This design comes from an exercise in tuning for small area on the open sky130 flow, not from production work. Only simulation tests tie the RTL to the original design; equivalence was not proved. The clock port is modelled as an ideal driver; clocking choices that lean on that would not hold on a real chip. Power figures rest on the tool's default switching activity, not on a simulated workload.

==> flow/design.v (excerpt) <==
module stop_watch
(
input   rst,clk,
input   key0,		 
input   key1,		 
input   [3:0] enc,	 
output  buzz,
output  [7:0] seg_d,seg_com
);
For scale: ~74 flip-flops.
==> flow/config.mk <==
export PLATFORM = sky130hd
export DESIGN_NAME = stop_watch
export DESIGN_NICKNAME = stop_watch
export VERILOG_FILES = /design/flow/design.v
export SDC_FILE = /design/flow/constraint.sdc
export NUM_CORES = 4
export LEC_CHECK = 0
export CAP_MARGIN = 20
export CORE_MARGIN = 2
export CORE_UTILIZATION = 40
export SLEW_MARGIN = 20
==> flow/constraint.sdc <==
create_clock -name core_clock -period 10.0 [get_ports {clk}]
set_input_delay 2.0000 -clock core_clock [delete_from_list [all_inputs] [get_ports {clk}]]
set_output_delay 2.0000 -clock core_clock [all_outputs]
set_load 0.01 [all_outputs]
standard.sh (not shown) runs the stock make flow with config.mk's settings and CLKGATE_MAP_FILE= SYNTH_SCRIPT=/design/flow/synth_recipe.tcl, a recipe that flattens the netlist after the stock synthesis.
==> flow/flow/run.sh <==
#!/bin/bash
# Layout flow: the standard flow, with port buffers of the smallest buffer
# and a clock tree without dummy loads. Tool output goes to standard.log.
bash standard.sh \
  BUFFER_PORTS_ARGS="-buffer_cell sky130_fd_sc_hd__buf_1" \
  CTS_ARGS="-sink_clustering_enable -repair_clock_nets -dont_use_dummy_load -buf_list sky130_fd_sc_hd__clkbuf_16 -sink_clustering_size 100 -sink_clustering_max_diameter 500" \
  finish > standard.log 2>&1
The first run produced a clean layout.
Next try:
==> flow/flow/run.sh (replaced) <==
#!/bin/bash
# Layout flow: the standard flow, with port buffers of the smallest buffer
# and a clock tree of small buffers without dummy loads.
# Tool output goes to standard.log.
bash standard.sh \
  BUFFER_PORTS_ARGS="-buffer_cell sky130_fd_sc_hd__buf_1" \
  CTS_ARGS="-sink_clustering_enable -repair_clock_nets -dont_use_dummy_load -buf_list sky130_fd_sc_hd__clkbuf_4" \
  finish > standard.log 2>&1
--- a/flow/config.mk
+++ b/flow/config.mk
@@ -8,4 +8,4 @@
 export CAP_MARGIN = 20
 export CORE_MARGIN = 2
-export CORE_UTILIZATION = 40
+export CORE_UTILIZATION = 65
 export SLEW_MARGIN = 20
Outcome:
- die area went down by about 37%
- non-clock buffer count is unchanged
- maximum frequency came out lower by 4.9%
- synthesized cell count does not change
- via count falls by about 1.2%
- worst setup slack got worse by 250 ps
Next try:
==> flow/flow/run.sh (replaced) <==
#!/bin/bash
# Layout flow: the standard flow, with port buffers of the smallest buffer
# and the clock driven by a single buffer (flow/clkbuf.tcl, run before CTS).
# Tool output goes to standard.log.
here=$(pwd)
ROOT_CLKBUF=sky130_fd_sc_hd__clkbuf_8 bash standard.sh \
  BUFFER_PORTS_ARGS="-buffer_cell sky130_fd_sc_hd__buf_1" \
  PRE_CTS_TCL="$here/flow/clkbuf.tcl" \
  CTS_ARGS="-repair_clock_nets -dont_use_dummy_load -buf_list sky130_fd_sc_hd__clkbuf_8" \
  finish > standard.log 2>&1
==> flow/flow/clkbuf.tcl (new file) <==
# Drive every clock sink from one clock buffer placed at the sinks' centroid,
# instead of a multi-level tree (the design has few registers in a small die).
set db [ord::get_db]
set block [ord::get_db_block]
set master [$db findMaster $::env(ROOT_CLKBUF)]
set clk [$block findNet clk]
set root [odb::dbNet_create $block clk_root]
$root setSigType CLOCK
set inst [odb::dbInst_create $block $master clkbuf_root]
set n 0
set sx 0
set sy 0
foreach it [$clk getITerms] {
  set i [$it getInst]
  set loc [$i getLocation]
  incr sx [lindex $loc 0]
  incr sy [lindex $loc 1]
  incr n
  $it disconnect
  $it connect $root
}
[$inst findITerm A] connect $clk
[$inst findITerm X] connect $root
$inst setLocation [expr {$sx / $n}] [expr {$sy / $n}]
$inst setPlacementStatus PLACED
global_connect
puts "clkbuf.tcl: $n clock sinks moved to [$inst getName] ([$master getName])"
--- a/flow/config.mk
+++ b/flow/config.mk
@@ -8,4 +8,4 @@
 export CAP_MARGIN = 20
 export CORE_MARGIN = 2
-export CORE_UTILIZATION = 65
+export CORE_UTILIZATION = 40
 export SLEW_MARGIN = 20
- The new run passed the timing, design-rule and antenna checks
- hold slack improves by 3.5 ps
- cell count goes up by 8.6%
- wire length is about the same
- sequential power barely changes
- worst setup slack is better by 120 ps
- area after synthesis is unchanged
- cell area goes up by 3.0%

* * *

Starting RTL as in the previous note.
export LEC_CHECK = 0
export CAP_MARGIN = 20
export CORE_MARGIN = 2
export CORE_UTILIZATION = 65
export SLEW_MARGIN = 20
create_clock -name core_clock -period 10.0 [get_ports {clk}]
==> flow/flow/run.sh <==
#!/bin/bash
# Layout flow:
#  1. the standard synthesis (standard.sh synth);
#  2. its combinational logic re-mapped for area by resynth.tcl (yosys/abc);
#     every register keeps its instance name and cell type;
#  3. the standard layout steps, with port buffers of the smallest buffer
#     and a clock tree of small buffers without dummy loads.
# Each tool's output goes to a log file in this folder.
set -eo pipefail
here=$(pwd)
res=$here/orfs/results/$FLOW_PLATFORM/stop_watch/base
bash standard.sh synth > synth.log 2>&1
cp $res/1_2_yosys.v $here/std_synth.v
LIB=$FLOW_HOME/platforms/sky130hd/lib/sky130_fd_sc_hd__tt_025C_1v80.lib \
DONT_USE_FILE=$here/flow/dont_use.txt ABC_SCRIPT=$here/flow/area.abc \
IN_V=$here/std_synth.v OUT_V=$here/resynth.v OUT_STAT=$here/resynth_stat.txt TOP=$FLOW_TOP \
  yosys -c $here/flow/resynth.tcl > resynth.log 2>&1
cp $here/resynth.v $res/1_2_yosys.v
bash standard.sh \
  BUFFER_PORTS_ARGS="-buffer_cell sky130_fd_sc_hd__buf_1" \
  CTS_ARGS="-sink_clustering_enable -repair_clock_nets -dont_use_dummy_load -buf_list sky130_fd_sc_hd__clkbuf_4 -sink_clustering_size 10" \
  finish > standard.log 2>&1
==> flow/flow/area.abc <==
strash
dch
amap
topo
Other scripts of this flow, unchanged in this note and not shown: flow/flow/dont_use.txt, flow/flow/resynth.tcl
==> next run, changes <==
--- a/flow/flow/run.sh
+++ b/flow/flow/run.sh
@@ -19,4 +19,4 @@
 bash standard.sh \
   BUFFER_PORTS_ARGS="-buffer_cell sky130_fd_sc_hd__buf_1" \
-  CTS_ARGS="-sink_clustering_enable -repair_clock_nets -dont_use_dummy_load -buf_list sky130_fd_sc_hd__clkbuf_4 -sink_clustering_size 10" \
+  CTS_ARGS="-sink_clustering_enable -repair_clock_nets -dont_use_dummy_load -buf_list sky130_fd_sc_hd__clkbuf_8" \
   finish > standard.log 2>&1
Outcome: The new run completed with no timing, DRC or antenna violations; synthesized area is unchanged; setup slack gets better by 0.077 ns; clock power came out higher by about 36%; die area does not change; routed wire length came out higher by 4.9%; fmax came out higher by 1.5%; hold slack gets better by 0.0031 ns; via count came out higher by 1.1%.
==> next run, changes <==
--- a/flow/flow/run.sh
+++ b/flow/flow/run.sh
@@ -2,5 +2,5 @@
 # Layout flow:
 #  1. the standard synthesis (standard.sh synth);
-#  2. its combinational logic re-mapped for area by resynth.tcl (yosys/abc);
+#  2. its combinational logic re-synthesized for area by resynth.tcl (yosys, abc deepsyn);
 #     every register keeps its instance name and cell type;
 #  3. the standard layout steps, with port buffers of the smallest buffer
@@ -19,4 +19,4 @@
 bash standard.sh \
   BUFFER_PORTS_ARGS="-buffer_cell sky130_fd_sc_hd__buf_1" \
-  CTS_ARGS="-sink_clustering_enable -repair_clock_nets -dont_use_dummy_load -buf_list sky130_fd_sc_hd__clkbuf_8" \
+  CTS_ARGS="-sink_clustering_enable -repair_clock_nets -dont_use_dummy_load -buf_list sky130_fd_sc_hd__clkbuf_4 -sink_clustering_size 8 -sink_clustering_max_diameter 40" \
   finish > standard.log 2>&1
==> flow/flow/area.abc (replaced) <==
strash
&get -n
&deepsyn -T 30
&dch -f
&nf -R 1000
&put
topo
The new run ran to the end with no violations.
Cell area is lower by about 10%.
Fmax is higher by 5.4%.
Via count is lower by 19%.
Final cell count is lower by about 20%.
Hold slack degrades by 0.042 ns.
Synthesized cell count is lower by 23%.
Die area is lower by about 8%.
Clock power is lower by about 27%.
Critical path depth is lower by 1.
==> next run, changes <==
--- a/flow/flow/run.sh
+++ b/flow/flow/run.sh
@@ -19,4 +19,4 @@
 bash standard.sh \
   BUFFER_PORTS_ARGS="-buffer_cell sky130_fd_sc_hd__buf_1" \
-  CTS_ARGS="-sink_clustering_enable -repair_clock_nets -dont_use_dummy_load -buf_list sky130_fd_sc_hd__clkbuf_4 -sink_clustering_size 8 -sink_clustering_max_diameter 40" \
+  CTS_ARGS="-sink_clustering_enable -repair_clock_nets -dont_use_dummy_load -buf_list sky130_fd_sc_hd__clkbuf_4 -sink_clustering_size 10" \
   finish > standard.log 2>&1
Result: The new run finished clean. Global-route usage is unchanged. Hold slack stays the same. Wire length is unchanged.

-- re-timing with driven ports --
No port has a modelled driver above. Below, the same layouts with a new extraction and two added sets of constraints. Step 1 assumes that a clkbuf_16 drives the clock port and a buf_2 every other input. Step 2 adds t to the input delays and takes it off the output delays; t is the mean of the earliest and latest rising clock arrival at the registers after step 1. Input paths then give back, and output paths get back, about the clock's delay inside the block. Slacks: ideal ports / drivers / drivers and shift; pairs: ideal ports / drivers.
run | t, ns | setup slack, ns | clock arrival spread, ns
the first run of note 1 | 0.361 | 5.023 / 4.987 / 5.348 | 0.016 / 0.016
the second run of note 1 | 0.425 | 4.769 / 4.742 / 5.168 | 0.031 / 0.031
the third run of note 1 | 0.470 | 4.891 / 4.864 / 5.333 | 0.025 / 0.025
the first run of note 2 | 0.431 | 4.713 / 4.686 / 5.117 | 0.031 / 0.031
the second run of note 2 | 0.383 | 4.790 / 4.760 / 5.143 | 0.022 / 0.021
the third run of note 2 | 0.429 | 5.060 / 5.034 / 5.463 | 0.035 / 0.035
the fourth run of note 2 | 0.429 | 5.060 / 5.034 / 5.463 | 0.035 / 0.035
After both steps setup and hold are still met in every run listed.
